Optimization exercise on an open flow, not production practice.
RTL: at most simulated, not proved equivalent.
Clock network not from TritonCTS: runs 3 to 9.
The clock port is an ideal driver here.
Power: default activity.

--- run.sh ---
#!/bin/bash
# synth_recipe.tcl (not shown) runs the flow's synth.tcl, then flattens the netlist and writes it again
# the make line also repeats each setting of config.mk as NAME=value (left out here)
make -C /OpenROAD-flow-scripts/flow DESIGN_CONFIG=/design/flow/config.mk WORK_HOME=/design/flow/orfs CLKGATE_MAP_FILE= SYNTH_SCRIPT=/design/flow/synth_recipe.tcl finish
--- constraint.sdc ---
create_clock -name core_clock -period 10.0 [get_ports {clk}]
set_input_delay 2.0000 -clock core_clock [delete_from_list [all_inputs] [get_ports {clk}]]
set_output_delay 2.0000 -clock core_clock [all_outputs]
set_load 0.01 [all_outputs]
--- design.v ---
module ClockWithBtn #(
    parameter FREQUENCY_IN = 1000
)(
    input  wire       clk,
    input  wire       rst,
    input  wire       en_in,
    input  wire       timerSetupBtn_in,
    input  wire       timerSelectBtn_in,
    input  wire       timerUpBtn_in,
    input  wire       timerDownBtn_in,
    output wire [7:0] bcdSecond_out,
    output wire [7:0] bcdMinute_out,
    output wire [7:0] bcdHour_out
);
reg  [9:0] dv;
reg        p;
wire       dv_term = (dv == 10'b0000111111);
wire       dv_clr  = rst | dv_term;
always @(posedge clk) begin
    dv <= dv_clr ? 10'd0 : {~dv[8:0], ~(dv[2] ^ dv[9])};
    p  <= ~rst & dv_term;
end
reg  [8:0] bk;
reg        w;
wire       bk_term = bk[1] & bk[3] & ~bk[4] & bk[5] & bk[7] & ~bk[8];
wire       bk_clr  = rst | bk_term;
always @(posedge clk) begin
    bk <= bk_clr ? 9'd0 : {~bk[7:0], ~(bk[3] ^ bk[8])};
    w  <= ~rst & (w ^ bk_term);
end
reg  act, s1, s0;
wire idle   = ~act & ~s0;
wire setact = act & ~timerSetupBtn_in & ~timerSelectBtn_in;
wire up     = setact & timerUpBtn_in;
wire dn     = setact & ~timerUpBtn_in & timerDownBtn_in;
wire selS   = ~s1 & ~s0;
wire selM   = s0;
wire selH   = s1;
always @(posedge clk) begin
    if (rst) begin
        act <= 1'b0; s1 <= 1'b0; s0 <= 1'b0;
    end else if (act) begin
        if (timerSetupBtn_in) begin
            act <= 1'b0; s1 <= 1'b1; s0 <= 1'b1;
        end else if (timerSelectBtn_in) begin
            s1 <= s0; s0 <= ~s1 & ~s0;
        end
    end else begin
        act <= idle & timerSetupBtn_in;
        s1  <= 1'b0;
        s0  <= 1'b0;
    end
end
reg  [3:0] su_n, mu_n, hu_n;
reg  [2:0] st_n, mt_n;
reg  [1:0] ht_n;
wire [3:0] su = ~su_n, mu = ~mu_n, hu = ~hu_n;
wire [2:0] st = ~st_n, mt = ~mt_n;
wire [1:0] ht = ~ht_n;
wire tick  = p & en_in & idle & ~timerSetupBtn_in;
wire sec59 = (su == 4'd9) & (st == 3'd5);
wire min59 = (mu == 4'd9) & (mt == 3'd5);
wire incS  = tick | (up & selS);
wire decS  = dn & selS;
wire incM  = (tick & sec59) | (up & selM);
wire decM  = dn & selM;
wire incH  = (tick & sec59 & min59) | (up & selH);
wire decH  = dn & selH;
wire su9 = su[0] & su[3];
wire su0 = ~su[0] & ~su[1] & ~su[2] & ~su[3];
wire mu9 = mu[0] & mu[3];
wire mu0 = ~mu[0] & ~mu[1] & ~mu[2] & ~mu[3];
wire hu9 = hu[0] & hu[3];
wire hu0 = ~hu[0] & ~hu[1] & ~hu[2] & ~hu[3];
wire h23 = ht[1] & hu[0] & hu[1];
wire h00 = hu0 & ~ht[0] & ~ht[1];
wire [3:0] su_t = {
    incS & su[0] & ((su[1] & su[2]) | su[3]) | decS & ~su[0] & ~su[1] & ~su[2],
    incS & su[0] & su[1] | decS & ~su[0] & ~su[1] & (su[2] | su[3]),
    incS & su[0] & ~su[3] | decS & ~su[0] & (su[1] | su[2] | su[3]),
    incS | decS};
wire cS = incS & su9, bS_ = decS & su0;
wire [2:0] st_t = {
    cS & st[0] & (st[1] | st[2]) | bS_ & ~st[0] & ~st[1],
    cS & st[0] & ~st[2] | bS_ & ~st[0] & (st[1] | st[2]),
    cS | bS_};
wire [3:0] mu_t = {
    incM & mu[0] & ((mu[1] & mu[2]) | mu[3]) | decM & ~mu[0] & ~mu[1] & ~mu[2],
    incM & mu[0] & mu[1] | decM & ~mu[0] & ~mu[1] & (mu[2] | mu[3]),
    incM & mu[0] & ~mu[3] | decM & ~mu[0] & (mu[1] | mu[2] | mu[3]),
    incM | decM};
wire cM = incM & mu9, bM_ = decM & mu0;
wire [2:0] mt_t = {
    cM & mt[0] & (mt[1] | mt[2]) | bM_ & ~mt[0] & ~mt[1],
    cM & mt[0] & ~mt[2] | bM_ & ~mt[0] & (mt[1] | mt[2]),
    cM | bM_};
wire [3:0] hu_t = {
    incH & hu[0] & ((hu[1] & hu[2]) | hu[3]) | decH & ~hu[0] & ~hu[1] & ~hu[2] & (hu[3] | ht[0] | ht[1]),
    incH & hu[0] & hu[1] & ~ht[1] | decH & ~hu[0] & ~hu[1] & (hu[2] | hu[3]),
    incH & hu[0] & ~hu[3] | decH & ~hu[0] & (hu[1] | hu[2] | hu[3] | (~ht[0] & ~ht[1])),
    incH | decH};
wire [1:0] ht_t = {
    incH & (hu9 & ht[0] | h23) | decH & hu0 & ~ht[0],
    incH & hu9 | decH & hu0 & (ht[0] | ht[1])};
always @(posedge clk) begin
    su_n <= rst ? 4'hF : su_n ^ su_t;
    st_n <= rst ? 3'h7 : st_n ^ st_t;
    mu_n <= rst ? 4'hF : mu_n ^ mu_t;
    mt_n <= rst ? 3'h7 : mt_n ^ mt_t;
    hu_n <= rst ? 4'hF : hu_n ^ hu_t;
    ht_n <= rst ? 2'h3 : ht_n ^ ht_t;
end
wire bS = act & selS & ~w;
wire bM = act & selM & ~w;
wire bH = act & selH & ~w;
assign bcdSecond_out = {bS, ~(st_n & {3{~bS}}), ~(su_n & {4{~bS}})};
assign bcdMinute_out = {bM, ~(mt_n & {3{~bM}}), ~(mu_n & {4{~bM}})};
assign bcdHour_out   = {bH, bH, ~(ht_n & {2{~bH}}), ~(hu_n & {4{~bH}})};
endmodule
--- config.mk ---
export PLATFORM = sky130hd
export DESIGN_NAME = ClockWithBtn
export DESIGN_NICKNAME = ClockWithBtn
export VERILOG_FILES = /design/flow/design.v
export SDC_FILE = /design/flow/constraint.sdc
export NUM_CORES = 4
export LEC_CHECK = 0
export CAP_MARGIN = 20
export CORE_MARGIN = 2
export CORE_UTILIZATION = 40
export PLACE_DENSITY = 0.6
export SLEW_MARGIN = 20
==> results.cfg, run 1 <==
[synthesis]
synth-edff-count = 0
async_flop_share_pct = 0
synthFlopType = dfxtp_1
synth_top_cell_area_share_pct = 39.2
ys_warn_count = 1
synth_area_per_cell_um2 = 8.11
syn-num-nets = 284
synth_area_leaders = dfxtp_1 39%, nand2_1 7.2%, nor2_1 6.4%
synth_top_family_by_area = simple AND/OR/NAND/NOR gates
yosysMostFrequentCell = dfxtp_1
synth_mux_area_share_pct = 1.78
synth_xor_xnor_area_share_pct = 4.29
synth_cell_types = 60
synthTopCellsByCount = 44 x dfxtp_1, 43 x nand2_1, 38 x nor2_1, 12 x inv_1, 11 x clkbuf_1
synth_compound_area_share_pct = 17.3
syn_inst = 277
yosysSeqAreaShare_pct = 39.2
netlist_area_mm2 = 0.00225
yosys.area_share.simple_pct = 30.8
yosys.area_share.adder_pct = 0
ys_seq_elements = 44
yosysTopAreaCell = dfxtp_1

[global_route]
grt_overflow_total = 0
first_global_vias = 1803
grt_max_degree = 22
top_usage_layer = met2
antenna_found_initial = 0
grt_use_met1_pct = 22.2
use_met3_pct = 3.41
grt_pass1_wl_um = 8210
gr-usage-met2_pct = 26.6
grtUsageTotal_pct = 16.6

[cts]
numCtsBuffers = 5
cts_resized = 0
cts_root_buffer = clkbuf_8
clkLatencyLatePin_ps = 300
hold_buffers = 0
path_clk_slew_ps = 90
post_cts_buffers = 0
htreeDepth = 2
cts_tree = built
clkSinkCount = 44
clockBufferDepth = 2

[floorplanning]
dieArea_mm2 = 0.00623
io_pins = 31
fp.dieH_um = 78.9
die_w_um = 78.9
num_rows = 27
initial_core_util_pct = 41.0
core_mm2 = 0.00547

[timing]
fin_crit_ps = 4000
rsz0062_at_grt = false
clock_skew_ps = 5.93
maxSlewHeadroom_pct = 58.0
setup_viol = 0
setup_tns_ps = 0
finalHoldViolations = 0
slew_violations = 0
finalCritPeriodShare_pct = 40.0
max_freq_mhz = 250
worst_pin_slew_ps = 626

[route]
antenna_left = 0
vias_per_cell = 5.27
wl_per_cell_um = 13.0
wirelength_um = 4780
route.detailed.drc = 0
drt_pass1_iterations = 4
drt_iter0_markers = 94
vias = 1934

[placement]
hpwl_um = 3300
dpl_cell_area_mm2 = 0.00254
port_buffers = 30
gp_congestion = 0.866

[power]
power.total_mw = 0.381
p_sw_mw = 0.0965
powerDensity_mw_per_mm2 = 143
seqPwrFrac_pct = 50.9
leakage_nw = 1.14
irDropWorstVdd_mv = 0.0847
swShare_pct = 25.4
p_comb_share_pct = 11.8
p_int_mw = 0.284
clkPwrFrac_pct = 37.2

[setup_path]
path_max_fanout = 8
reg2reg_depth = 5
cp.arrival_ps = 2000
end_kind = primary output
critPathLaunchType = flip-flop
critPathKind = reg2out
reg2reg_slack_ps = 7880
crit_required_ps = 8000

[cells_and_area]
multi_input_area_mm2 = 0.00122
drive_above_1_share_pct = 6.78
fin_area_mm2 = 0.00266
fin_nets = 301
n_antenna_cell = 0
seqCellArea_um2 = 881
area_growth_pct = 18.4
fill_cells = 565

[hold_path]
holdCritPathClass = reg2reg
whs_path_depth = 1

[status]
status = no timing/DRC/antenna violations

[run]
drv_cap = 0
## worst max-delay path, stage by stage (launching register included)
cell and delay, ps:
dfxtp_1 500, nor2b_1 280, nand2_1 250, nand2_1 140
clkdlybuf4s50_1 530
## power by group through the flow
stage               logic, mW  registers, mW  clock network [mW]
floorplan              0.0293          0.194                   0
global placement       0.0450          0.198                   0
detailed placement     0.0451          0.198                   0
CTS                    0.0455          0.194               0.145
global route           0.0506          0.196               0.153
finish                 0.0451          0.194               0.142
## layer usage
metal,vias to the layer above,share of wire (%)
met3,7,3.6
met1,885,50
met2,36,45
met5,-,0
met4,0,1.4
li1,1006,-
## final timing paths
path	endpoint	startpoint
max	bcdMinute_out[4]	act
min	bk[1]	bk[0]
max reg2reg	hu_n[2]	s0
min reg2reg	bk[1]	bk[0]
## cells in the final DEF, fill, tap and decap left out, types with 6 or more instances in the layout
cell and n:
nor2_1 38, xnor2_1 7, clkdlybuf4s50_1 30, nor2b_1 6, inv_1 12, nand2_1 43
nor3_1 6, dfxtp_1 44, a21oi_1 6
## state kept, by name (all words and copies together), names as in the netlist
register,flops
mt_n,3
w,1
su_n,4
bk,9
mu_n,4
p,1
ht_n,2
hu_n,4
s0,1
act,1
dv,10
st_n,3
s1,1
## per-stage QoR
stage	instances	util [%]	hold WS [ps]	setup WS, ps
after global routing	367	48.6	421	5790
after global placement	359	46.5	370	5860
after CTS	367	48.6	389	5940
after detailed placement	359	46.5	371	5810
after floorplan	277	-	368	6600
final	367	48.6	386	6000
## cell families after synthesis
family	after synthesis
and+or+nand+nor	134
AOI/OAI and AO/OA	50
buffers and inverters	34
muxes	4
xor gates and xnor gates	11
DFF	44
## final cells by class
cell class              instances  share of cell area (%)
clock buffers                   5                    2.59
clock inverters                 3                    1.74
inverters                      13                    1.83
multi-input cells             199                    45.8
flip-flops and latches         44                    33.1
well taps                      72                    3.39
repair buffers                 31                    11.6
==> inputs of run 2 (changes only) <==
==> flow/run.sh (new file) <==
#!/bin/bash
# Own layout flow: the standard flow, with two changes:
#  - synthesis maps the logic with an area-oriented ABC script (flow/area.abc);
#    everything else in synthesis is the standard flow's own script (synth_recipe.tcl)
#  - the port buffers are buf_1 cells
# Each tool's output goes to the logs under orfs/logs and to flow_make.log here.
set -euo pipefail
W=$(pwd)
export MY_WORK="$W"
export MY_ABC_SCRIPT="$W/flow/area.abc"
export BUFFER_PORTS_ARGS="-buffer_cell sky130_fd_sc_hd__buf_1"
sed -e "s#SYNTH_SCRIPT=[^ ]*#SYNTH_SCRIPT=$W/flow/my_synth.tcl#" standard.sh > my_standard.sh
grep -q "SYNTH_SCRIPT=$W/flow/my_synth.tcl" my_standard.sh
bash my_standard.sh finish > flow_make.log 2>&1
==> flow/area.abc (new file) <==
strash
 &get -n
 &deepsyn -T 20
 &put
 dch -f
 map -a
 topo
==> flow/my_synth.tcl (new file) <==
# The standard flow's synthesis script (synth_recipe.tcl), with ABC's technology mapping
# run with an area-oriented script and no delay target.
proc abc {args} {
  set i [lsearch -exact $args -script]
  if { $i >= 0 } { set args [lreplace $args $i [expr {$i + 1}] -script $::env(MY_ABC_SCRIPT)] }
  set j [lsearch -exact $args -D]
  if { $j >= 0 } { set args [lreplace $args $j [expr {$j + 1}]] }
  yosys abc {*}$args
}
source $::env(MY_WORK)/synth_recipe.tcl
==> standard.sh (new file) <==
#!/bin/bash
# synth_recipe.tcl (not shown) runs the flow's synth.tcl, then flattens the netlist and writes it again
# the make line also repeats each setting of config.mk as NAME=value (left out here)
make -C /OpenROAD-flow-scripts/flow DESIGN_CONFIG=/design/flow/config.mk WORK_HOME=/design/flow/orfs CLKGATE_MAP_FILE= SYNTH_SCRIPT=/design/flow/synth_recipe.tcl "${@:-finish}"
removed: run.sh
==> results.cfg, run 2 <==
[timing]
fin_crit_ps = 3790
rsz0062_at_grt = false
maxSlewHeadroom_pct = 61.1
max_freq_mhz = 264
setup_tns_ps = 0
worst_pin_slew_ps = 578
clock_skew_ps = 6.08
finalCritPeriodShare_pct = 37.9
setup_viol = 0
slew_violations = 0
finalHoldViolations = 0

[floorplanning]
die_w_um = 72.2
initial_core_util_pct = 42.2
num_rows = 24
core_mm2 = 0.00441
dieArea_mm2 = 0.00522
fp.dieH_um = 72.2
io_pins = 31

[cells_and_area]
n_antenna_cell = 0
fill_cells = 468
drive_above_1_share_pct = 2.66
layout.cells.most_common_list = 49 x nor2_1, 48 x nand2_1, 44 x dfxtp_1, 40 x clkinv_1, 30 x buf_1
fin_nets = 307
area_growth_pct = 13.4
final_common_cell = nor2_1
largest_reg_flops = 10
top_regs = dv: 10 flops, bk: 9 flops
regMostFlops = dv

[synthesis]
netlist_area_mm2 = 0.00186
synthFlopType = dfxtp_1
ys_warn_count = 1
yosysTopAreaCell = dfxtp_1
synth_area_per_cell_um2 = 7.00
synth-edff-count = 0
syn-num-nets = 273
yosysSeqAreaShare_pct = 47.3
synth_top_cell_area_share_pct = 47.3
ys_seq_elements = 44
syn_inst = 266
synthTopCellsByCount = 49 x nor2_1, 48 x nand2_1, 44 x dfxtp_1, 40 x clkinv_1, 28 x a21oi_1
async_flop_share_pct = 0
yosysMostFrequentCell = nor2_1
synth_area_leaders = dfxtp_1 47%, nor2_1 9.9%, nand2_1 9.7%
synth_cell_types = 17

[global_route]
grt_pass1_wl_um = 6020
first_global_vias = 1411
antenna_found_initial = 0
grtUsageTotal_pct = 14.9
grt_max_degree = 28
grt_overflow_total = 0

[placement]
gp_congestion = 0.774
hpwl_um = 2710
port_buffers = 30

[cts]
numCtsBuffers = 5
hold_buffers = 0
post_cts_buffers = 0
htreeDepth = 2
clkLatencyLatePin_ps = 290
cts_tree = built
cts_resized = 0
path_clk_slew_ps = 80
cts_root_buffer = clkbuf_8
clkSinkCount = 44
clockBufferDepth = 2

[power]
leakage_nw = 0.893
irDropWorstVdd_mv = 0.0883
powerDensity_mw_per_mm2 = 151
power.total_mw = 0.319

[route]
route.detailed.drc = 0
vias_per_cell = 4.78
wirelength_um = 3610
wl_per_cell_um = 10.2
vias = 1688
drt_iter0_markers = 51
drt_pass1_iterations = 4
antenna_left = 0

[status]
status = no timing/DRC/antenna violations

[setup_path]
critPathLaunchType = flip-flop
cp.arrival_ps = 1790
crit_required_ps = 8000
end_kind = primary output
critPathKind = reg2out
path_max_fanout = 6

[run]
drv_cap = 0

[hold_path]
holdCritPathClass = reg2reg
-- run 2: critical path, stage by stage, from the launching register on --
cell and delay, ps:
dfxtp_1 440, clkinv_1 150, nor3_1 360, clkinv_1 280
nand2_1 120, buf_1 150
-- run 2: worst paths after layout --
path                            slack [ps]              to  start  cells past startpoint
worst max-delay path                  6210  bcdHour_out[2]     s1                      5
worst min-delay path                   380           bk[3]  bk[2]                      1
worst min register to register         380           bk[3]  bk[2]                      1
worst max register to register        7850         st_n[2]    act                     12
-- run 2: power by group --
group	switching [mW]	internal, mW	total (mW)
sequential	0.00454	0.182	0.187
clock	0.0550	0.0561	0.111
combinational	0.0137	0.00699	0.0207
total	0.0733	0.245	0.319
-- run 2: cell families after synthesis --
logic type	synth area share (%)
AOI/OAI and AO/OA	17.7
buffers and inverters	9.67
and+or+nand+nor	24.9
xor gates and xnor gates	0.470
DFF	47.3
-- run 2: area by class of cell --
type / count / area, um2 / share of cell area, %
clock buffers: 7 / 86.3 / 4.09
flip-flops and latches: 44 / 881 / 41.7
multi-input cells: 178 / 802 / 38.0
inverters: 40 / 150 / 7.11
well taps: 52 / 65.1 / 3.08
clock inverters: 1 / 7.51 / 0.355
repair buffers: 31 / 120 / 5.69
-- run 2: through the flow --
stage	hold WS [ps]	setup slack, ps	util, %	std cells	cell area (um2)
floorplan	368	6480	-	266	1860
global placement	369	6210	45.7	345	2020
detailed placement	378	6160	45.7	345	2020
CTS	388	6180	47.8	353	2110
global route	393	6050	47.8	353	2110
finish	384	6210	47.8	353	2110
-- run 2: routing by layer --
| metal | vias to the layer above | track usage (%) | wire, um |
|---|---|---|---|
| li1 | 935 | - | - |
| met1 | 724 | 18.7 | 1760 |
| met2 | 25 | 23.5 | 1650 |
| met3 | 4 | 4.86 | 163 |
| met4 | 0 | 6.08 | 36 |
| met5 | - | 0 | 0 |
==> inputs of run 3 (changes only) <==
==> flow/run.sh (replaced) <==
#!/bin/bash
# Own layout flow: the standard flow, with these changes:
#  - synthesis maps the logic with several area-oriented ABC scripts
#    (flow/abc/*.abc) and keeps the smallest result; everything else in
#    synthesis is the standard flow's own script (synth_recipe.tcl)
#  - the port buffers are buf_1 cells
#  - the clock tree is four buffers driven by the clock port, each feeding a
#    cluster of about a quarter of the flip-flops (flow/cts_hook.tcl); each
#    is a clkbuf_4, upsized while the estimated slew at its clock pins is high
# Each tool's output goes to the logs under orfs/logs and to flow_make.log here.
set -euo pipefail
W=$(pwd)
export MY_WORK="$W"
export MY_ABC_DIR="$W/flow/abc"
export MY_ABC_TMP="$W"
export BUFFER_PORTS_ARGS="-buffer_cell sky130_fd_sc_hd__buf_1"
export PRE_CTS_TCL="$W/flow/cts_hook.tcl"
export MY_CTS_GROUPS=4
export MY_CTS_BUF=sky130_fd_sc_hd__clkbuf_4
export MY_CTS_SIZES="sky130_fd_sc_hd__clkbuf_8 sky130_fd_sc_hd__clkbuf_16"
export MY_CTS_SLEW=0.095
sed -e "s#SYNTH_SCRIPT=[^ ]*#SYNTH_SCRIPT=$W/flow/my_synth.tcl#" standard.sh > my_standard.sh
grep -q "SYNTH_SCRIPT=$W/flow/my_synth.tcl" my_standard.sh
bash my_standard.sh finish > flow_make.log 2>&1
==> flow/abc/a_ds.abc (new file) <==
strash
 &get -n
 &deepsyn -T 20
 &put
 dch -f
 map -a
 topo
==> flow/abc/b_m3.abc (new file) <==
strash
 &get -n
 &deepsyn -T 20
 &put
 dch -f
 map -a
 topo
 &get -n
 &nf -R 1000
 &put
==> flow/abc/c_F.abc (new file) <==
strash
 &get -n
 &dc2
 &dch -f
 &nf -R 1000
 &put
==> flow/abc/f_ds30nf.abc (new file) <==
strash
 &get -n
 &deepsyn -T 30 -S 7
 &put
 dch -f
 map -a
 topo
 &get -n
 &nf -R 1000
 &put
==> flow/abc/i_ds20s9.abc (new file) <==
strash
 &get -n
 &deepsyn -T 20 -S 9
 &put
 &dch -f
 &nf -R 1000
 &put
==> flow/cts_hook.tcl (new file) <==
# Clock tree: the clock port drives MY_CTS_GROUPS buffers (MY_CTS_BUF)
# directly, each feeding one cluster of flip-flops (k-means on position).
proc clock_tree_synthesis {args} {
  set ng $::env(MY_CTS_GROUPS)
  set bc $::env(MY_CTS_BUF)
  set bufs {}
  set block [ord::get_db_block]
  set net [$block findNet clk]
  set sinks {}
  foreach it [$net getITerms] {
    if {[$it isInputSignal]} {
      set inst [$it getInst]
      set b [$inst getBBox]
      set x [expr {([$b xMin] + [$b xMax]) / 2.0}]
      set y [expr {([$b yMin] + [$b yMax]) / 2.0}]
      lappend sinks [list $x $y "[$inst getName]/[[$it getMTerm] getName]"]
    }
  }
  set sinks [lsort -real -index 0 $sinks]
  set n [llength $sinks]
  # initial centres: slabs in x
  set cen {}
  for {set g 0} {$g < $ng} {incr g} {
    set s [lindex $sinks [expr {(2 * $g + 1) * $n / (2 * $ng)}]]
    lappend cen [list [lindex $s 0] [lindex $s 1]]
  }
  # balanced k-means: each cluster takes at most ceil(n/ng) sinks
  set cap [expr {($n + $ng - 1) / $ng}]
  for {set it 0} {$it < 30} {incr it} {
    set pairs {}
    set i 0
    foreach s $sinks {
      set g 0
      foreach c $cen {
        set d [expr {abs([lindex $s 0] - [lindex $c 0]) + abs([lindex $s 1] - [lindex $c 1])}]
        lappend pairs [list $d $i $g]
        incr g
      }
      incr i
    }
    set pairs [lsort -real -index 0 $pairs]
    set asg [lrepeat $n -1]
    set cnt [lrepeat $ng 0]
    foreach p $pairs {
      lassign $p d i g
      if {[lindex $asg $i] >= 0 || [lindex $cnt $g] >= $cap} continue
      lset asg $i $g
      lset cnt $g [expr {[lindex $cnt $g] + 1}]
    }
    set newcen {}
    for {set g 0} {$g < $ng} {incr g} {
      set sx 0; set sy 0; set k 0
      for {set i 0} {$i < $n} {incr i} {
        if {[lindex $asg $i] == $g} {
          set s [lindex $sinks $i]
          set sx [expr {$sx + [lindex $s 0]}]; set sy [expr {$sy + [lindex $s 1]}]; incr k
        }
      }
      lappend newcen [list [expr {$sx / $k}] [expr {$sy / $k}]]
    }
    set cen $newcen
  }
  for {set g 0} {$g < $ng} {incr g} {
    set pins {}
    for {set i 0} {$i < $n} {incr i} {
      if {[lindex $asg $i] == $g} { lappend pins [get_pins [lindex [lindex $sinks $i] 2]] }
    }
    set c [lindex $cen $g]
    set buf [insert_buffer -buffer_cell $bc -net clk -load_pins $pins \
      -location [list [expr {[lindex $c 0] / 1000.0}] [expr {[lindex $c 1] / 1000.0}]] \
      -buffer_name clkbuf_$g -net_name clknet_$g]
    lappend bufs $buf
  }
  # upsize a buffer while the estimated slew at its flip-flops' clock pins
  # is above MY_CTS_SLEW (ns)
  set sizes $::env(MY_CTS_SIZES)
  set_propagated_clock [all_clocks]
  estimate_parasitics -placement
  foreach buf $bufs {
    set name [get_full_name $buf]
    foreach size $sizes {
      set worst 0
      foreach pin [get_pins -of_objects [get_nets -of_objects [get_pins $name/X]]] {
        if {[get_full_name $pin] eq "$name/X"} continue
        set worst [expr {max($worst, [get_property $pin slew_max])}]
      }
      puts "clock buffer $name [get_property $buf ref_name] slew $worst"
      if {$worst <= $::env(MY_CTS_SLEW)} break
      replace_cell $buf $size
      estimate_parasitics -placement
    }
  }
}
==> flow/my_synth.tcl (replaced) <==
# The standard flow's synthesis script (synth_recipe.tcl), with ABC's technology mapping
# run with several area-oriented scripts (flow/abc/*.abc) and no delay
# target; the smallest result is kept.
proc abc {args} {
  set j [lsearch -exact $args -D]
  if { $j >= 0 } { set args [lreplace $args $j [expr {$j + 1}]] }
  set i [lsearch -exact $args -script]
  if { $i >= 0 } { set args [lreplace $args $i [expr {$i + 1}]] }
  set lib [lindex $args [expr {[lsearch -exact $args -liberty] + 1}]]
  yosys design -save pre_abc
  set best ""
  set best_area 1e18
  foreach s [lsort [glob $::env(MY_ABC_DIR)/*.abc]] {
    yosys design -load pre_abc
    yosys abc {*}$args -script $s
    yosys tee -q -o $::env(MY_ABC_TMP)/abc_stat.txt stat -liberty $lib
    set f [open $::env(MY_ABC_TMP)/abc_stat.txt r]
    set txt [read $f]
    close $f
    regexp {Chip area for module[^:]*: ([0-9.eE+-]+)} $txt -> area
    puts "abc script [file tail $s]: area $area"
    if { $area < $best_area } { set best_area $area; set best $s }
  }
  yosys design -load pre_abc
  puts "abc script chosen: [file tail $best] (area $best_area)"
  yosys abc {*}$args -script $best
}
source $::env(MY_WORK)/synth_recipe.tcl
--- a/config.mk
+++ b/config.mk
@@ -8,5 +8,5 @@
 export CAP_MARGIN = 20
-export CORE_MARGIN = 2
-export CORE_UTILIZATION = 40
-export PLACE_DENSITY = 0.6
+export CORE_AREA = 2.3 2.72 64.86 64.6
+export DIE_AREA = 0 0 67.16 67.16
+export PLACE_DENSITY = 0.85
 export SLEW_MARGIN = 20
removed: flow/area.abc
==> results.cfg, run 3 <==
[timing]
slew_violations = 0
fin_crit_ps = 4210
rsz0062_at_grt = false
finalHoldViolations = 0
whs_ps = 381
max_freq_mhz = 237
worst_pin_slew_ps = 865
final.setup.worst_slack_ps = 5790
setup_viol = 0
maxSlewHeadroom_pct = 41.5
finalCritPeriodShare_pct = 42.1
setup_tns_ps = 0
clock_skew_ps = 14.6

[synthesis]
ys_seq_elements = 44
synth_cell_types = 36
synth-edff-count = 0
yosysSeqAreaShare_pct = 47.8
syn_inst = 234
yosysTopAreaCell = dfxtp_1
synth_area_per_cell_um2 = 7.87
synthFlopType = dfxtp_1
async_flop_share_pct = 0
synthTopCellsByCount = 44 x dfxtp_1, 41 x nor2_1, 35 x nand2_1, 24 x a21oi_1, 20 x o21ai_0
synth_top_cell_area_share_pct = 47.8
synth_area_leaders = dfxtp_1 48%, nor2_1 8.4%, nand2_1 7.1%
yosysMostFrequentCell = dfxtp_1
netlist_area_mm2 = 0.00184
syn-num-nets = 241
ys_warn_count = 1

[floorplanning]
initial_core_util_pct = 49.2
fp.dieH_um = 67.2
core_mm2 = 0.00374
die_w_um = 67.2
io_pins = 31
dieArea_mm2 = 0.00451
num_rows = 22

[route]
vias = 1633
route.detailed.drc = 0
top_layer = met4
wl_per_cell_um = 11.5
vias_per_cell = 5.22
drt_iter0_markers = 66
antenna_left = 0
drt_pass1_iterations = 4
wl_met2_um = 1640
m1WireLength_um = 1770
wirelength_um = 3590
wl_met3_um = 123

[setup_path]
cp.arrival_ps = 4250
r2r-start = act
path_cells = buf_1 -> nand2b_1 -> nor4b_1 -> and3_1 -> and2_0 -> nand3_1 -> a21o_1 -> and2_0 -> a21oi_1 -> o21ai_0
worst_path_max_delay_cell = nor4b_1
crit_required_ps = 10040
critPathKind = in2reg
critPathTopFamily = simple AND/OR/NAND/NOR gates
end_kind = flip-flop
path_common_cell = and2_0
reg2reg_depth = 9
worst_path_largest_cell_delay_ps = 770
r2r_end = ht_n[0]
critPathLaunchType = primary input
reg2reg_slack_ps = 7400
cp.buffers_inverters = 1
crit_start = timerSetupBtn_in
path_max_fanout = 6

[global_route]
grt_max_degree = 32
grtUsageTotal_pct = 16.6
first_global_vias = 1400
grt_overflow_total = 0
grt_pass1_wl_um = 6090
antenna_found_initial = 0

[cts]
post_cts_buffers = 0
cts_resized = 0
hold_buffers = 0
clkLatencyLatePin_ps = 140
path_clk_slew_ps = 80

[cells_and_area]
n_antenna_cell = 0
area_growth_pct = 11.1
final_common_cell = dfxtp_1
largest_reg_flops = 10
drive_above_1_share_pct = 1.89
fin_util_pct = 54.7
fin_nets = 274
top_regs = dv: 10 flops, bk: 9 flops
layout.cells.most_common_list = 44 x dfxtp_1, 41 x nor2_1, 35 x nand2_1, 30 x buf_1, 24 x a21oi_1
fill_cells = 379
regMostFlops = dv

[power]
irDropWorstVdd_mv = 0.0995
seqPwrFrac_pct = 64.8
p_comb_share_pct = 7.0
swShare_pct = 21.7
p_sw_mw = 0.0626
leakage_nw = 0.862
powerDensity_mw_per_mm2 = 141
p_int_mw = 0.226
clkPwrFrac_pct = 28.1

[placement]
hpwl_um = 2560
gp_congestion = 0.817
post-place-ws_ps = 5680
port_buffers = 30

[hold_path]
whs_endpoint = bk[3]
min-delay-start = bk[2]
whs_path_depth = 1
holdCritPathClass = reg2reg

[status]
status = no timing/DRC/antenna violations

[run]
drv_cap = 0
run 3: cell count changes in the layout (fill, tap and decap cells not counted), sizes merged, moves of 3 or more:
| cell | delta |
|---|---|
| clkinv | -27 |
| nand2 | -13 |
| nor2 | -8 |
| o22ai | -5 |
| a21oi | -4 |
| o21ai | -4 |
| a32o | +3 |
| clkbuf | -3 |
| nand3b | +3 |
| nand4 | -3 |
run 3: how the worst max path moves through the flow:
stage / endpoint / slack [ps] / depth (start not counted)
floorplan: ht_n[0] / 6080 / 9
global placement: ht_n[0] / 5750 / 10
detailed placement: ht_n[0] / 5680 / 10
CTS: ht_n[0] / 5850 / 10
global route: ht_n[0] / 5560 / 10
finish: ht_n[0] / 5790 / 10
run 3: kinds of logic (layout without fill, tap and decap cells):
kind of cell              Yosys count  in the layout  synth area share (%)
and+or+nand+nor                   108            108                  26.7
xor gates and xnor gates            1              1                 0.476
DFF                                44             44                  47.8
AOI/OAI and AO/OA                  63             63                  20.2
muxes                               1              1                 0.543
buffers and inverters              17             48                  4.28
run 3: cell type report, clock buffers not listed:
| type | count | area (um2) | area share, % |
|---|---|---|---|
| multi-input cells | 173 | 882 | 43.1 |
| flip-flops and latches | 44 | 881 | 43.0 |
| repair buffers | 31 | 120 | 5.87 |
| well taps | 48 | 60.1 | 2.93 |
| inverters | 13 | 48.8 | 2.38 |
run 3: metrics by stage:
step,power [mW],cells,area [um2]
floorplan,0.203,234,1840
global placement,0.211,309,1990
detailed placement,0.212,309,1990
CTS,0.291,313,2050
global route,0.304,313,2050
finish,0.289,313,2050
run 3: metal layers:
layer	vias to the layer above	global-route usage [%]
li1	872	-
met1	730	22.6
met2	24	29.3
met4	0	2.30
met5	-	0
met3	7	1.33
run 3: power groups by stage:
stage,clock network (mW),logic [mW],registers [mW]
5_1_grt,0.0922,0.0235,0.188
3_3_place_gp,0,0.0200,0.191
2_1_floorplan,0,0.0131,0.190
6_report,0.0812,0.0203,0.187
3_5_place_dp,0,0.0206,0.191
4_1_cts,0.0831,0.0207,0.187
==> inputs of run 4 (changes only) <==
--- a/flow/run.sh
+++ b/flow/run.sh
@@ -6,5 +6,5 @@
 #  - the port buffers are buf_1 cells
-#  - the clock tree is four buffers driven by the clock port, each feeding a
-#    cluster of about a quarter of the flip-flops (flow/cts_hook.tcl); each
-#    is a clkbuf_4, upsized while the estimated slew at its clock pins is high
+#  - the clock tree is three buffers driven by the clock port, each feeding a
+#    cluster of about a third of the flip-flops (flow/cts_hook.tcl); each
+#    is a clkbuf_8, upsized while the estimated slew at its clock pins is high
 # Each tool's output goes to the logs under orfs/logs and to flow_make.log here.
@@ -17,6 +17,6 @@
 export PRE_CTS_TCL="$W/flow/cts_hook.tcl"
-export MY_CTS_GROUPS=4
-export MY_CTS_BUF=sky130_fd_sc_hd__clkbuf_4
-export MY_CTS_SIZES="sky130_fd_sc_hd__clkbuf_8 sky130_fd_sc_hd__clkbuf_16"
-export MY_CTS_SLEW=0.095
+export MY_CTS_GROUPS=3
+export MY_CTS_BUF=sky130_fd_sc_hd__clkbuf_8
+export MY_CTS_SIZES="sky130_fd_sc_hd__clkbuf_16"
+export MY_CTS_SLEW=0.10
 sed -e "s#SYNTH_SCRIPT=[^ ]*#SYNTH_SCRIPT=$W/flow/my_synth.tcl#" standard.sh > my_standard.sh
==> results.cfg, run 4 <==
[setup_path]
path_max_fanout = 6
critPathTopFamily = simple AND/OR/NAND/NOR gates
worst_path_max_delay_cell = nor4b_1
crit_start = timerSetupBtn_in
cp.buffers_inverters = 1
path_cells = buf_1 -> nand2b_1 -> nor4b_1 -> and3_1 -> and2_0 -> nand3_1 -> a21o_1 -> and2_0 -> a21oi_1 -> o21ai_0
worst_path_largest_cell_delay_ps = 770
crit_required_ps = 10040
r2r-start = act
end_kind = flip-flop
path_common_cell = and2_0
cp.arrival_ps = 4260
critPathLaunchType = primary input
critPathKind = in2reg

[synthesis]
synthTopCellsByCount = 44 x dfxtp_1, 41 x nor2_1, 35 x nand2_1, 24 x a21oi_1, 20 x o21ai_0
yosys.area_share.simple_pct = 26.7
synth_cell_types = 36
async_flop_share_pct = 0
synth-edff-count = 0
yosys.area_share.adder_pct = 0
yosysTopAreaCell = dfxtp_1
synth_area_leaders = dfxtp_1 48%, nor2_1 8.4%, nand2_1 7.1%
synth_mux_area_share_pct = 0.543
syn-num-nets = 241
ys_seq_elements = 44
synth_compound_area_share_pct = 20.2
netlist_area_mm2 = 0.00184
synth_top_cell_area_share_pct = 47.8
synth_top_family_by_area = simple AND/OR/NAND/NOR gates
ys_warn_count = 1
synthFlopType = dfxtp_1
synth_xor_xnor_area_share_pct = 0.476
yosysMostFrequentCell = dfxtp_1
synth_area_per_cell_um2 = 7.87
yosysSeqAreaShare_pct = 47.8
syn_inst = 234

[power]
swShare_pct = 21.8
irDropWorstVdd_mv = 0.107
powerDensity_mw_per_mm2 = 137
p_int_mw = 0.217
seqPwrFrac_pct = 67.4
clkPwrFrac_pct = 25.3
p_comb_share_pct = 7.3
leakage_nw = 0.855
p_sw_mw = 0.0604

[floorplanning]
die_w_um = 67.2
dieArea_mm2 = 0.00451
core_mm2 = 0.00374
initial_core_util_pct = 49.2
num_rows = 22
io_pins = 31
fp.dieH_um = 67.2

[global_route]
grt_pass1_wl_um = 6000
grtUsageTotal_pct = 16.2
grt_overflow_total = 0
antenna_found_initial = 0
first_global_vias = 1388
grt_max_degree = 32

[cells_and_area]
fin_nets = 273
drive_above_1_share_pct = 1.52
final_common_cell = dfxtp_1
largest_reg_flops = 10
top_regs = dv: 10 flops, bk: 9 flops
fin_util_pct = 54.3
n_antenna_cell = 0
regMostFlops = dv
instances_no_fill = 312
area_growth_pct = 10.4
layout.cells.most_common_list = 44 x dfxtp_1, 41 x nor2_1, 35 x nand2_1, 30 x buf_1, 24 x a21oi_1

[run]
drv_cap = 0

[route]
wl_per_cell_um = 11.3
drt_pass1_iterations = 4
vias = 1628
drt_iter0_markers = 97
antenna_left = 0
vias_per_cell = 5.22
wirelength_um = 3540
route.detailed.drc = 0

[placement]
hpwl_um = 2560
gp_congestion = 0.817
dp.cells = 309
port_buffers = 30

[timing]
fin_crit_ps = 4210
rsz0062_at_grt = false
slew_violations = 0
setup_viol = 0
maxSlewHeadroom_pct = 41.6
max_freq_mhz = 237
setup_tns_ps = 0
finalHoldViolations = 0
worst_pin_slew_ps = 864
clock_skew_ps = 9.26
finalCritPeriodShare_pct = 42.1

[hold_path]
min-delay-start = bk[6]
holdCritPathClass = reg2reg

[cts]
hold_buffers = 0
clkLatencyLatePin_ps = 150
cts_resized = 0
post_cts_buffers = 0
path_clk_slew_ps = 90

[status]
status = no timing/DRC/antenna violations
run 4: cell types whose count changed in the layout (fill, tap and decap cells not counted):
cell      change
clkbuf_8      -1
run 4: cell families after synthesis:
| group | count (synthesis) |
|---|---|
| muxes | 1 |
| xor gates and xnor gates | 1 |
| and+or+nand+nor | 108 |
| AOI/OAI and AO/OA | 63 |
| buffers and inverters | 17 |
| DFF | 44 |
run 4: final cells by class, clock buffers not listed:
cell class / count / area, um2
Fill cell: 381 / 1710
Inverter: 13 / 48.8
Multi-Input combinational cell: 173 / 882
Sequential cell: 44 / 881
Tap cell: 48 / 60.1
Timing Repair Buffer: 31 / 120
run 4: worst paths after layout:
| check | to | slack, ps | depth (start not counted) |
|---|---|---|---|
| hold / removal | bk[7] | 390 | 1 |
| setup reg to reg | ht_n[0] | 7390 | 9 |
| setup / recovery | ht_n[0] | 5790 | 10 |
| hold reg to reg | bk[7] | 390 | 1 |
run 4: metrics by stage:
step           hold WS, ps  cell area [um2]  total power, mW  setup slack [ps]
6_report               395             2030            0.278              5790
5_1_grt                412             2030            0.293              5570
4_1_cts                402             2030            0.281              5850
3_5_place_dp           377             1990            0.212              5680
3_3_place_gp           369             1990            0.211              5750
2_1_floorplan          368             1840            0.203              6080
run 4: power groups by stage:
stage | sequential [mW] | clock (mW) | combinational, mW
finish | 0.187 | 0.0701 | 0.0204
global route | 0.188 | 0.0808 | 0.0235
CTS | 0.187 | 0.0727 | 0.0207
detailed placement | 0.191 | 0 | 0.0206
global placement | 0.191 | 0 | 0.0200
floorplan | 0.190 | 0 | 0.0131
run 4: worst register-to-register path, delay by kind of cell, from the launching register on:
family,cells,cell delay (ps)
DFF,1,440
and+or+nand+nor,6,1670
AOI/OAI and AO/OA,3,410
run 4: routing by layer:
layer | up-vias | wire length (um) | track usage [%]
met3 | 2 | 133 | 1.50
met4 | 0 | 20 | 1.28
met1 | 725 | 1710 | 21.8
li1 | 872 | - | -
met2 | 29 | 1680 | 29.5
met5 | - | 0 | 0
==> inputs of run 5 (changes only) <==
==> flow/abc/j_ds_nf2.abc (new file) <==
strash
 &get -n
 &deepsyn -T 20
 &put
 dch -f
 map -a
 topo
 &get -n
 &nf -R 1000
 &put
 &get -n
 &dch -f
 &nf -R 1000
 &put
==> flow/abc/k_ds_nf4.abc (new file) <==
strash
 &get -n
 &deepsyn -T 20
 &put
 dch -f
 map -a
 topo
 &get -n
 &nf -R 1000
 &put
 &get -n
 &dch -f
 &nf -R 1000
 &put
 &get -n
 &dch -f
 &nf -R 1000
 &put
 &get -n
 &dch -f
 &nf -R 1000
 &put
==> flow/abc/l_ds_dc2nf.abc (new file) <==
strash
 &get -n
 &deepsyn -T 20
 &put
 dch -f
 map -a
 topo
 &get -n
 &nf -R 1000
 &put
 &get -n
 &dc2
 &dch -f
 &nf -R 1000
 &put
==> results.cfg, run 5 <==
[status]
status = no timing/DRC/antenna violations

[cells_and_area]
area_growth_pct = 10.5
drive_above_1_share_pct = 1.54
top_regs = dv: 10 flops, bk: 9 flops
fin_nets = 269
fill_cells = 393
final_common_cell = dfxtp_1
layout.cells.most_common_list = 44 x dfxtp_1, 38 x nand2_1, 34 x nor2_1, 30 x buf_1, 28 x a21oi_1
regMostFlops = dv
seqCellArea_um2 = 881
multi_input_area_um2 = 872
largest_reg_flops = 10
n_antenna_cell = 0

[synthesis]
netlist_area_mm2 = 0.00182
yosysSeqAreaShare_pct = 48.5
synth_area_per_cell_um2 = 7.90
synth_top_cell_area_share_pct = 48.5
ys_seq_elements = 44
async_flop_share_pct = 0
syn_inst = 230
yosysTopAreaCell = dfxtp_1
synthTopCellsByCount = 44 x dfxtp_1, 38 x nand2_1, 34 x nor2_1, 28 x a21oi_1, 17 x o21ai_0
synth-edff-count = 0
syn-num-nets = 237
synth_cell_types = 30
synthFlopType = dfxtp_1
synth_area_leaders = dfxtp_1 48%, nand2_1 7.9%, a21oi_1 7.7%
ys_warn_count = 1
yosysMostFrequentCell = dfxtp_1

[floorplanning]
dieArea_mm2 = 0.00451
num_rows = 22
initial_core_util_pct = 48.5
core_mm2 = 0.00374
io_pins = 31
die_w_um = 67.2
fp.dieH_um = 67.2

[placement]
gp_congestion = 0.866
hpwl_um = 2670
port_buffers = 30

[timing]
rsz0062_at_grt = false
setup_viol = 0
slew_violations = 0
max_freq_mhz = 277
finalCritPeriodShare_pct = 36.1
maxSlewHeadroom_pct = 71.8
clock_skew_ps = 5.13
worst_pin_slew_ps = 422
setup_tns_ps = 0
finalHoldViolations = 0
fin_crit_ps = 3610

[hold_path]
holdCritPathClass = reg2reg

[route]
route.detailed.drc = 0
wirelength_um = 3520
wl_met3_um = 161
vias_per_cell = 5.34
drt_pass1_iterations = 4
wl_met2_um = 1730
wl_per_cell_um = 11.4
drt_iter0_markers = 120
vias = 1646
top_layer = met4
m1WireLength_um = 1620
antenna_left = 0

[global_route]
grt_overflow_total = 0
grtUsageTotal_pct = 16.2
grt_pass1_wl_um = 5960
grt_max_degree = 32
first_global_vias = 1436
antenna_found_initial = 0

[power]
leakage_nw = 0.831
power.total_mw = 0.279
powerDensity_mw_per_mm2 = 139
irDropWorstVdd_mv = 0.163

[setup_path]
end_kind = flip-flop
cp.arrival_ps = 3650
critPathLaunchType = primary input
crit_required_ps = 10040
critPathKind = in2reg
path_max_fanout = 7

[cts]
cts_resized = 0
hold_buffers = 0
post_cts_buffers = 0
path_clk_slew_ps = 90
clkLatencyLatePin_ps = 150

[run]
drv_cap = 0
## run 5: stage by stage
| stage | area, um2 | setup WS (ps) | cells | util, % | hold WS, ps |
|---|---|---|---|---|---|
| after detailed placement | 1970 | 6220 | 305 | 52.5 | 381 |
| after global placement | 1970 | 6290 | 305 | 52.5 | 370 |
| final | 2010 | 6390 | 308 | 53.6 | 389 |
| after floorplan | 1820 | 6610 | 230 | - | 368 |
| after CTS | 2010 | 6380 | 308 | 53.6 | 392 |
| after global routing | 2010 | 6130 | 308 | 53.6 | 411 |
## run 5: kinds of logic (layout without fill, tap and decap cells)
kind of cell	after synthesis	in the layout	synth area share, %
and+or+nand+nor	112	112	28.6
muxes	1	1	0.551
DFF	44	44	48.5
AOI/OAI and AO/OA	59	59	18.4
xor gates and xnor gates	1	1	0.482
buffers and inverters	13	43	3.51
## run 5: cell type report, clock buffers not listed
class	count	area share, %
Sequential cell	44	43.9
Multi-Input combinational cell	173	43.4
Timing Repair Buffer	31	5.98
Tap cell	48	2.99
Inverter	9	1.68
## run 5: per-layer routing
| layer | vias to the layer above | track usage [%] |
|---|---|---|
| met5 | - | 0 |
| met4 | 0 | 1.28 |
| met3 | 4 | 1.50 |
| met2 | 36 | 31.1 |
| met1 | 735 | 20.3 |
| li1 | 871 | - |
## run 5: where the power goes
group          switching (mW)  internal, mW  leakage [nW]  total [mW]
sequential            0.00505         0.182         0.362       0.187
clock                  0.0423        0.0277        0.0216      0.0699
combinational          0.0143       0.00774         0.447      0.0221
total                  0.0616         0.218         0.831       0.279
## run 5: critical path, cell delays in order
cell      delay (ps)
buf_1            130
nor3b_1          250
and3b_1          300
and3_1           260
nand4_1          220
clkinv_1         120
a32oi_1          120
a21oi_1          160
o21ai_0           90
## run 5: worst paths after layout
kind               startpoint       to  slack (ps)  cells after the start
min reg2reg             bk[0]    bk[1]         390                      1
max          timerSetupBtn_in  mt_n[1]        6390                      9
max reg2reg           su_n[1]  ht_n[0]        7870                      9
min                     bk[0]    bk[1]         390                      1
==> inputs of run 6 (changes only) <==
==> flow/abc/m_ds40_nf2.abc (new file) <==
strash
 &get -n
 &deepsyn -T 40 -S 2
 &put
 dch -f
 map -a
 topo
 &get -n
 &nf -R 1000
 &put
 &get -n
 &dch -f
 &nf -R 1000
 &put
--- a/config.mk
+++ b/config.mk
@@ -7,3 +7,3 @@
 export LEC_CHECK = 0
-export CAP_MARGIN = 20
+export CAP_MARGIN = 0
 export CORE_AREA = 2.3 2.72 64.86 64.6
@@ -11,2 +11,2 @@
 export PLACE_DENSITY = 0.85
-export SLEW_MARGIN = 20
+export SLEW_MARGIN = 0
==> results.cfg, run 6 <==
[cells_and_area]
top_regs = dv: 10 flops, bk: 9 flops
layout.cells.most_common_list = 44 x dfxtp_1, 37 x nor2_1, 36 x nand2_1, 30 x a21oi_1, 30 x buf_1
drive_above_1_share_pct = 1.53
fin_nets = 270
n_antenna_cell = 0
area_growth_pct = 11.2
final_common_cell = dfxtp_1
regMostFlops = dv
largest_reg_flops = 10

[setup_path]
end_kind = flip-flop
worst_path_largest_cell_delay_ps = 320
crit_required_ps = 10030
critPathKind = in2reg
worst_path_max_delay_cell = and3b_1
path_max_fanout = 7
reg2reg_slack_ps = 7870
cp.arrival_ps = 3740
critPathLaunchType = primary input
r2r-start = s0
cp.buffers_inverters = 2
path_cells = buf_1 -> nor3b_1 -> and3b_1 -> and3_1 -> nand4_1 -> clkinv_1 -> nand3_1 -> a21boi_0 -> a21oi_1 -> o21ai_0
critPathTopFamily = simple AND/OR/NAND/NOR gates
crit_start = timerSetupBtn_in

[placement]
gp_congestion = 0.811
hpwl_um = 2520
port_buffers = 30
post-place-ws_ps = 6130

[synthesis]
synth_cell_types = 30
yosysTopAreaCell = dfxtp_1
synth_area_per_cell_um2 = 7.84
synthFlopType = dfxtp_1
ys_warn_count = 1
synth_area_leaders = dfxtp_1 49%, a21oi_1 8.3%, nor2_1 7.7%
async_flop_share_pct = 0
yosysMostFrequentCell = dfxtp_1
synthTopCellsByCount = 44 x dfxtp_1, 37 x nor2_1, 36 x nand2_1, 30 x a21oi_1, 18 x o21ai_0
netlist_area_mm2 = 0.00181
yosysSeqAreaShare_pct = 48.7
syn_inst = 231
ys_seq_elements = 44
synth_top_cell_area_share_pct = 48.7
syn-num-nets = 238
synth-edff-count = 0

[floorplanning]
dieArea_mm2 = 0.00451
fp.dieH_um = 67.2
die_w_um = 67.2
io_pins = 31
core_mm2 = 0.00374
initial_core_util_pct = 48.4
num_rows = 22

[cts]
post_cts_buffers = 0
cts_resized = 0
clkLatencyLatePin_ps = 140
path_clk_slew_ps = 80
hold_buffers = 0

[global_route]
grt_max_degree = 34
first_global_vias = 1336
grtUsageTotal_pct = 15.7
grt_pass1_wl_um = 5750
grt_overflow_total = 0
antenna_found_initial = 0

[hold_path]
min-delay-start = bk[6]
holdCritPathClass = reg2reg

[timing]
slew_violations = 0
finalHoldViolations = 0
final.setup.worst_slack_ps = 6290
finalCritPeriodShare_pct = 37.1
setup_viol = 0
rsz0062_at_grt = false
worst_pin_slew_ps = 334
max_freq_mhz = 269
fin_crit_ps = 3710
maxSlewHeadroom_pct = 77.5
setup_tns_ps = 0
clock_skew_ps = 11.3

[route]
drt_iter0_markers = 93
vias_per_cell = 5.30
antenna_left = 0
vias = 1638
route.detailed.drc = 0
wl_per_cell_um = 11.3
wirelength_um = 3490
drt_pass1_iterations = 4

[run]
drv_cap = 0

[power]
powerDensity_mw_per_mm2 = 143
leakage_nw = 0.855
irDropWorstVdd_mv = 0.0866
power.total_mw = 0.288

[status]
status = no timing/DRC/antenna violations
==> run 6: metrics by stage <==
| step | instances | hold slack, ps | util (%) | instance area (um2) |
|---|---|---|---|---|
| 2_1_floorplan | 231 | 368 | - | 1810 |
| 4_1_cts | 309 | 388 | 53.8 | 2010 |
| 3_3_place_gp | 306 | 370 | 52.4 | 1960 |
| 3_5_place_dp | 306 | 375 | 52.4 | 1960 |
| 5_1_grt | 309 | 392 | 53.8 | 2010 |
| 6_report | 309 | 386 | 53.8 | 2010 |
==> run 6: path summary, 6_finish.rpt <==
kind | endpoint | cells past startpoint
worst min register to register | bk[7] | 1
worst min-delay path | bk[7] | 1
worst max-delay path | mt_n[1] | 10
worst max register to register | hu_n[2] | 9
==> run 6: layout make-up, clock buffers not listed <==
class / instances / area, um2
inverters: 9 / 33.8
multi-input cells: 174 / 866
flip-flops and latches: 44 / 881
fillers: 382 / 1730
well taps: 48 / 60.1
repair buffers: 31 / 120
==> run 6: where the power goes <==
part	internal (mW)	total, mW	switching [mW]
Combinational	0.00775	0.0218	0.0140
Clock	0.0364	0.0784	0.0420
Sequential	0.182	0.187	0.00497
Total	0.227	0.288	0.0610
==> run 6: kinds of logic (layout without fill, tap and decap cells) <==
logic type             after synthesis  in the layout  synth area share (%)
AND/OR/NAND/NOR                    109            109                  27.2
AO/OA/AOI/OAI                       63             63                  19.6
flip-flops                          44             44                  48.7
buffers and inverters               13             43                  3.52
XOR/XNOR                             1              1                 0.484
multiplexers                         1              1                 0.553
==> run 6: worst register-to-register path, stage by stage, from the launching register on <==
cell and delay, ps:
dfxtp_1 380, nor4_1 390, nand4_1 200, nor4_1 210, a21oi_1 80, or2_0 310, nor2_1 150, a22oi_1 90
a21oi_1 140, o21ai_0 80
==> run 6: layer usage <==
layer	share of wire [%]	wire (um)	GRT usage, %
met1	48	1690	21.8
met2	45	1570	26.6
met3	5.0	176	1.67
met4	1.6	57	2.81
met5	0	0	0
==> inputs of run 7 (changes only) <==
--- a/flow/run.sh
+++ b/flow/run.sh
@@ -20,3 +20,3 @@
 export MY_CTS_SIZES="sky130_fd_sc_hd__clkbuf_16"
-export MY_CTS_SLEW=0.10
+export MY_CTS_SLEW=0.11
 sed -e "s#SYNTH_SCRIPT=[^ ]*#SYNTH_SCRIPT=$W/flow/my_synth.tcl#" standard.sh > my_standard.sh
--- a/config.mk
+++ b/config.mk
@@ -7,6 +7,7 @@
 export LEC_CHECK = 0
-export CAP_MARGIN = 0
+export CAP_MARGIN = 20
 export CORE_AREA = 2.3 2.72 64.86 64.6
 export DIE_AREA = 0 0 67.16 67.16
+export GPL_TIMING_DRIVEN = 0
 export PLACE_DENSITY = 0.85
-export SLEW_MARGIN = 0
+export SLEW_MARGIN = 20
==> results.cfg, run 7 <==
[status]
status = no timing/DRC/antenna violations

[setup_path]
critPathKind = in2reg
worst_path_largest_cell_delay_ps = 310
path_max_fanout = 7
end_kind = flip-flop
reg2reg_depth = 9
cp.arrival_ps = 3770
worst_path_max_delay_cell = and3b_1
path_cells = buf_1 -> nor3b_1 -> and3b_1 -> and3_1 -> nand4_1 -> clkinv_1 -> nand3_1 -> a21boi_0 -> a21oi_1 -> o21ai_0
crit_required_ps = 10040
critPathLaunchType = primary input

[power]
powerDensity_mw_per_mm2 = 139
leakage_nw = 0.870
irDropWorstVdd_mv = 0.135

[global_route]
grt_pass1_wl_um = 5590
antenna_found_initial = 0
grt_overflow_total = 0
grt_max_degree = 34
grtUsageTotal_pct = 15.3
first_global_vias = 1306

[route]
vias = 1636
drt_iter0_markers = 65
vias_per_cell = 5.24
antenna_left = 0
wirelength_um = 3450
route.detailed.drc = 0
wl_per_cell_um = 11.1
drt_pass1_iterations = 4

[placement]
dpl_cell_area_mm2 = 0.00198
gp_congestion = 0.838
hpwl_um = 2510
port_buffers = 30

[run]
drv_cap = 0

[cells_and_area]
area_growth_pct = 11.9
fin_nets = 273
final_common_cell = dfxtp_1
fin_area_mm2 = 0.00203
regMostFlops = dv
top_regs = dv: 10 flops, bk: 9 flops
n_antenna_cell = 0
drive_above_1_share_pct = 3.03
largest_reg_flops = 10
layout.cells.most_common_list = 44 x dfxtp_1, 37 x nor2_1, 36 x nand2_1, 30 x a21oi_1, 29 x buf_1

[synthesis]
yosysMostFrequentCell = dfxtp_1
async_flop_share_pct = 0
synth_area_per_cell_um2 = 7.84
netlist_area_mm2 = 0.00181
yosysTopAreaCell = dfxtp_1
syn-num-nets = 238
yosysSeqAreaShare_pct = 48.7
ys_warn_count = 1
synth_cell_types = 30
synth_area_leaders = dfxtp_1 49%, a21oi_1 8.3%, nor2_1 7.7%
synthTopCellsByCount = 44 x dfxtp_1, 37 x nor2_1, 36 x nand2_1, 30 x a21oi_1, 18 x o21ai_0
ys_seq_elements = 44
synth-edff-count = 0
synth_top_cell_area_share_pct = 48.7
synthFlopType = dfxtp_1
syn_inst = 231

[timing]
setup_viol = 0
maxSlewHeadroom_pct = 60.1
rsz0062_at_grt = false
slew_violations = 0
max_freq_mhz = 268
finalCritPeriodShare_pct = 37.3
fin_crit_ps = 3730
finalHoldViolations = 0
worst_pin_slew_ps = 599
clock_skew_ps = 3.59
setup_tns_ps = 0

[floorplanning]
fp.dieH_um = 67.2
die_w_um = 67.2
core_mm2 = 0.00374
io_pins = 31
dieArea_mm2 = 0.00451
initial_core_util_pct = 48.4
num_rows = 22

[cts]
post_cts_buffers = 0
hold_buffers = 0
clkLatencyLatePin_ps = 150
cts_resized = 0
path_clk_slew_ps = 90

[hold_path]
holdCritPathClass = reg2reg
whs_path_depth = 1
run 7: cell counts after synthesis:
Identical to the previous run, type by type.
run 7: worst max-delay path, delay by kind of cell:
kind | cells | cell delay (ps)
and+or+nand+nor | 5 | 1100
buffers and inverters | 2 | 270
AOI/OAI and AO/OA | 3 | 390
run 7: cells by family after synthesis:
kind of cell / after synthesis / share of synthesized area, %
AND/OR/NAND/NOR: 109 / 27.2
AO/OA/AOI/OAI: 63 / 19.6
buffers and inverters: 13 / 3.52
XOR/XNOR: 1 / 0.484
multiplexers: 1 / 0.553
flip-flops: 44 / 48.7
run 7: per-stage QoR:
stage / worst slack (ps) / hold WS (ps) / instances / util (%) / power, mW
after floorplan: 6520 / 368 / 231 / - / 0.204
after global placement: 6030 / 370 / 309 / 53.0 / 0.213
after detailed placement: 6100 / 371 / 309 / 53.0 / 0.214
after CTS: 6260 / 385 / 312 / 54.1 / 0.283
after global routing: 6000 / 397 / 312 / 54.1 / 0.293
final: 6270 / 386 / 312 / 54.1 / 0.281
run 7: area by class of cell, clock buffers not listed:
cell class | count | area (um2)
Fill cell | 378 | 1720
Sequential cell | 44 | 881
Multi-Input combinational cell | 174 | 866
Timing Repair Buffer | 30 | 114
Tap cell | 48 | 60.1
Inverter | 9 | 33.8
Buffer | 4 | 30.0
run 7: routing by layer:
metal	track usage, %	part of all wire, %	vias up
li1	-	-	875
met1	21.0	47	722
met2	26.6	46	34
met3	1.67	5.7	5
met4	1.79	1.2	0
met5	0	0	-
run 7: power breakdown:
part / internal, mW / switching [mW]
Sequential: 0.182 / 0.00495
Combinational: 0.00825 / 0.0142
Clock: 0.0277 / 0.0431
run 7: final timing paths:
| check | slack, ps | endpoint | from |
|---|---|---|---|
| hold reg to reg | 390 | bk[7] | bk[6] |
| hold / removal | 390 | bk[7] | bk[6] |
| setup reg to reg | 7830 | hu_n[2] | s0 |
| setup / recovery | 6270 | mt_n[1] | timerSetupBtn_in |
==> inputs of run 8 (changes only) <==
--- a/config.mk
+++ b/config.mk
@@ -10,3 +10,2 @@
 export DIE_AREA = 0 0 67.16 67.16
-export GPL_TIMING_DRIVEN = 0
 export PLACE_DENSITY = 0.85
==> results.cfg, run 8 <==
[global_route]
grtUsageTotal_pct = 15.7
grt_pass1_wl_um = 5750
antenna_found_initial = 0
grt_overflow_total = 0
first_global_vias = 1336
grt_max_degree = 34

[synthesis]
syn-num-nets = 238
netlist_area_mm2 = 0.00181
yosysMostFrequentCell = dfxtp_1
async_flop_share_pct = 0
synth_top_cell_area_share_pct = 48.7
synth_cell_types = 30
ys_warn_count = 1
synth-edff-count = 0
yosysTopAreaCell = dfxtp_1
yosysSeqAreaShare_pct = 48.7
synthTopCellsByCount = 44 x dfxtp_1, 37 x nor2_1, 36 x nand2_1, 30 x a21oi_1, 18 x o21ai_0
synthFlopType = dfxtp_1
syn_inst = 231
synth_area_per_cell_um2 = 7.84
ys_seq_elements = 44
synth_area_leaders = dfxtp_1 49%, a21oi_1 8.3%, nor2_1 7.7%

[timing]
finalHoldViolations = 0
rsz0062_at_grt = false
setup_viol = 0
worst_pin_slew_ps = 334
setup_tns_ps = 0
fin_crit_ps = 3720
finalCritPeriodShare_pct = 37.2
max_freq_mhz = 269
clock_skew_ps = 12.3
maxSlewHeadroom_pct = 77.5
slew_violations = 0

[cells_and_area]
fin_util_pct = 53.5
seqCellArea_um2 = 881
regMostFlops = dv
fill_cells = 383
fin_nets = 270
top_regs = dv: 10 flops, bk: 9 flops
drive_above_1_share_pct = 1.53
multi_input_area_um2 = 866
fin_area_mm2 = 0.00200
instances_no_fill = 309
layout.cells.most_common_list = 44 x dfxtp_1, 37 x nor2_1, 36 x nand2_1, 30 x a21oi_1, 30 x buf_1
largest_reg_flops = 10
area_growth_pct = 10.6
n_antenna_cell = 0
final_common_cell = dfxtp_1

[power]
irDropWorstVdd_mv = 0.0865
leakage_nw = 0.850
powerDensity_mw_per_mm2 = 139

[status]
status = no timing/DRC/antenna violations

[setup_path]
path_max_fanout = 7
cp.arrival_ps = 3750
critPathKind = in2reg
crit_required_ps = 10030
critPathLaunchType = primary input
end_kind = flip-flop

[placement]
dpl_cell_area_mm2 = 0.00196
hpwl_um = 2520
gp_congestion = 0.811
port_buffers = 30
dp.cells = 306

[route]
vias_per_cell = 5.27
wl_per_cell_um = 11.3
vias = 1628
antenna_left = 0
drt_iter0_markers = 93
drt_pass1_iterations = 4
wirelength_um = 3490
route.detailed.drc = 0

[cts]
post_cts_buffers = 0
clkLatencyLatePin_ps = 150
cts_resized = 0
path_clk_slew_ps = 80
hold_buffers = 0

[run]
drv_cap = 0

[floorplanning]
initial_core_util_pct = 48.4
io_pins = 31
num_rows = 22
die_w_um = 67.2
dieArea_mm2 = 0.00451
fp.dieH_um = 67.2
core_mm2 = 0.00374

[hold_path]
holdCritPathClass = reg2reg
## run 8: cell counts after synthesis
No cell type changed its count.
## run 8: final timing paths
kind / startpoint / to / slack, ps / cells past startpoint
hold reg to reg: bk[6] / bk[7] / 390 / 1
hold / removal: bk[6] / bk[7] / 390 / 1
setup reg to reg: s0 / hu_n[2] / 7870 / 9
setup / recovery: timerSetupBtn_in / mt_n[1] / 6280 / 10
## run 8: layer usage
metal | vias to the layer above | GRT usage (%) | routed length (um)
met5 | - | 0 | 0
met4 | 0 | 2.81 | 57
met3 | 4 | 1.67 | 172
met2 | 38 | 26.6 | 1570
met1 | 720 | 21.8 | 1690
li1 | 866 | - | -
## run 8: where the power goes
part	total [mW]	internal [mW]	switching (mW)
Combinational	0.0218	0.00775	0.0140
Clock	0.0696	0.0277	0.0419
Sequential	0.187	0.182	0.00496
Total	0.279	0.218	0.0609
## run 8: cells by family after synthesis
family,Yosys count,synth area share [%]
compound gates,63,19.6
mux,1,0.553
simple gates,109,27.2
flops,44,48.7
xor+xnor,1,0.484
buf+inv,13,3.52
## run 8: area by class of cell, clock buffers not listed
cell class / count / share of cell area, %
inverter: 9 / 1.69
multi-input combinational: 174 / 43.2
sequential: 44 / 44.0
tap: 48 / 3.00
timing repair buffer: 31 / 6.00
## run 8: worst max-delay path, stage by stage
cell and delay [ps]:
buf_1 140, nor3b_1 240, and3b_1 320, and3_1 250, nand4_1 210, clkinv_1 140
nand3_1 70, a21boi_0 140, a21oi_1 150, o21ai_0 90
## run 8: stage by stage
stage               hold slack [ps]  setup WS [ps]  power (mW)
floorplan                       368           6520       0.204
global placement                370           6250       0.213
detailed placement              375           6130       0.214
CTS                             388           6310       0.282
global route                    392           6050       0.293
finish                          386           6280       0.279
==> inputs of run 9 (changes only) <==
--- a/flow/run.sh
+++ b/flow/run.sh
@@ -5,3 +5,4 @@
 #    synthesis is the standard flow's own script (synth_recipe.tcl)
-#  - the port buffers are buf_1 cells
+#  - no buffers are inserted in synthesis for outputs wired straight to a net
+#    (SYNTH_INSBUF=0), and the port buffers are buf_1 cells
 #  - the clock tree is three buffers driven by the clock port, each feeding a
@@ -15,2 +16,3 @@
 export MY_ABC_TMP="$W"
+export SYNTH_INSBUF=0
 export BUFFER_PORTS_ARGS="-buffer_cell sky130_fd_sc_hd__buf_1"
--- a/config.mk
+++ b/config.mk
@@ -10,2 +10,3 @@
 export DIE_AREA = 0 0 67.16 67.16
+export GPL_TIMING_DRIVEN = 0
 export PLACE_DENSITY = 0.85
==> results.cfg, run 9 <==
[cts]
hold_buffers = 0
clkLatencyLatePin_ps = 150
post_cts_buffers = 0
cts_resized = 0
path_clk_slew_ps = 90

[cells_and_area]
fin_area_mm2 = 0.00200
layout.cells.most_common_list = 44 x dfxtp_1, 37 x nor2_1, 36 x nand2_1, 30 x a21oi_1, 29 x buf_1
fin_util_pct = 53.3
area_growth_pct = 12.1
n_antenna_cell = 0
fill_cells = 371
fin_nets = 269
drive_above_1_share_pct = 1.54
regMostFlops = dv
top_regs = dv: 10 flops, bk: 9 flops
largest_reg_flops = 10
final_common_cell = dfxtp_1

[floorplanning]
dieArea_mm2 = 0.00451
fp.dieH_um = 67.2
num_rows = 22
io_pins = 31
die_w_um = 67.2
core_mm2 = 0.00374
initial_core_util_pct = 47.6

[synthesis]
synthFlopType = dfxtp_1
synth_mux_area_share_pct = 0.562
synth_area_leaders = dfxtp_1 49%, a21oi_1 8.4%, nor2_1 7.8%
synthTopCellsByCount = 44 x dfxtp_1, 37 x nor2_1, 36 x nand2_1, 30 x a21oi_1, 18 x o21ai_0
yosysSeqAreaShare_pct = 49.5
synth_top_cell_area_share_pct = 49.5
async_flop_share_pct = 0
synth-edff-count = 0
ys_seq_elements = 44
synth_cell_types = 29
synth_top_family_by_area = simple AND/OR/NAND/NOR gates
yosysMostFrequentCell = dfxtp_1
synth_area_per_cell_um2 = 7.84
syn-num-nets = 234
synth_compound_area_share_pct = 20.0
synth_xor_xnor_area_share_pct = 0.492
netlist_area_mm2 = 0.00178
syn_inst = 227
yosys.area_share.simple_pct = 27.6
yosysTopAreaCell = dfxtp_1
yosys.area_share.adder_pct = 0
ys_warn_count = 1

[timing]
setup_tns_ps = 0
maxSlewHeadroom_pct = 59.5
fin_crit_ps = 3780
worst_pin_slew_ps = 608
finalCritPeriodShare_pct = 37.8
slew_violations = 0
setup_viol = 0
max_freq_mhz = 264
finalHoldViolations = 0
rsz0062_at_grt = false
clock_skew_ps = 4.88
whs_ps = 390

[hold_path]
holdCritPathClass = reg2reg
whs_endpoint = bk[1]
whs_path_depth = 1
min-delay-start = bk[0]

[global_route]
grt_overflow_total = 0
grtUsageTotal_pct = 15.5
grt_pass1_wl_um = 5770
grt_max_degree = 34
first_global_vias = 1339
antenna_found_initial = 0

[setup_path]
reg2reg_depth = 9
worst_path_largest_cell_delay_ps = 350
end_kind = flip-flop
cp.arrival_ps = 3820
critPathKind = in2reg
critPathTopFamily = simple AND/OR/NAND/NOR gates
r2r-start = s0
path_cells = buf_1 -> nor4_1 -> nand4_1 -> nor4_1 -> a21oi_1 -> or2_0 -> nor2_1 -> a22oi_1 -> a21oi_1 -> o21ai_0
critPathLaunchType = primary input
path_max_fanout = 6
reg2reg_slack_ps = 7760
r2r_end = hu_n[2]
crit_required_ps = 10040
worst_path_max_delay_cell = nor4_1
cp.buffers_inverters = 1

[placement]
hpwl_um = 2460
dpl_cell_area_mm2 = 0.00195
gp_congestion = 0.810
port_buffers = 30

[status]
status = no timing/DRC/antenna violations

[route]
drt_iter0_markers = 121
wl_per_cell_um = 11.2
route.detailed.drc = 0
antenna_left = 0
drt_pass1_iterations = 6
vias_per_cell = 5.37
vias = 1653
wirelength_um = 3440

[power]
powerDensity_mw_per_mm2 = 140
power.total_mw = 0.279
leakage_nw = 0.848
irDropWorstVdd_mv = 0.135

[run]
drv_cap = 0
==> run 9: power breakdown <==
part | switching (mW) | total, mW | internal [mW]
combinational | 0.0141 | 0.0217 | 0.00756
sequential | 0.00499 | 0.187 | 0.182
clock | 0.0421 | 0.0697 | 0.0277
==> run 9: final cells by class, clock buffers not listed <==
cell class,instances,area [um2],share of cell area [%]
inverters,9,33.8,1.69
multi-input cells,174,866,43.4
flip-flops and latches,44,881,44.1
well taps,48,60.1,3.01
repair buffers,30,114,5.71
==> run 9: worst max path at each step <==
stage                     start  endpoint  slack [ps]  depth (start not counted)
2_1_floorplan  timerSetupBtn_in   mt_n[1]        6520                          9
3_3_place_gp   timerSetupBtn_in   hu_n[2]        6040                         10
3_5_place_dp   timerSetupBtn_in   hu_n[2]        6040                         10
4_1_cts        timerSetupBtn_in   hu_n[2]        6200                         10
5_1_grt        timerSetupBtn_in   hu_n[2]        6010                         10
6_report       timerSetupBtn_in   hu_n[2]        6220                         10
==> run 9: kinds of logic after synthesis <==
logic type | Yosys count
flops | 44
compound gates | 63
simple gates | 109
mux | 1
xor+xnor | 1
buf+inv | 9
==> run 9: routing by layer <==
layer | up-vias | share of wire, % | GRT usage, %
met1 | 749 | 48 | 21.6
met4 | 0 | 0.78 | 1.53
li1 | 861 | - | -
met5 | - | 0 | 0
met2 | 41 | 45 | 27.0
met3 | 2 | 5.6 | 1.33
==> run 9: metrics by stage <==
step / worst slack, ps / std cells
final: 6220 / 308
after CTS: 6200 / 308
after detailed placement: 6040 / 305
after global placement: 6040 / 305
after floorplan: 6520 / 227
after global routing: 6010 / 308
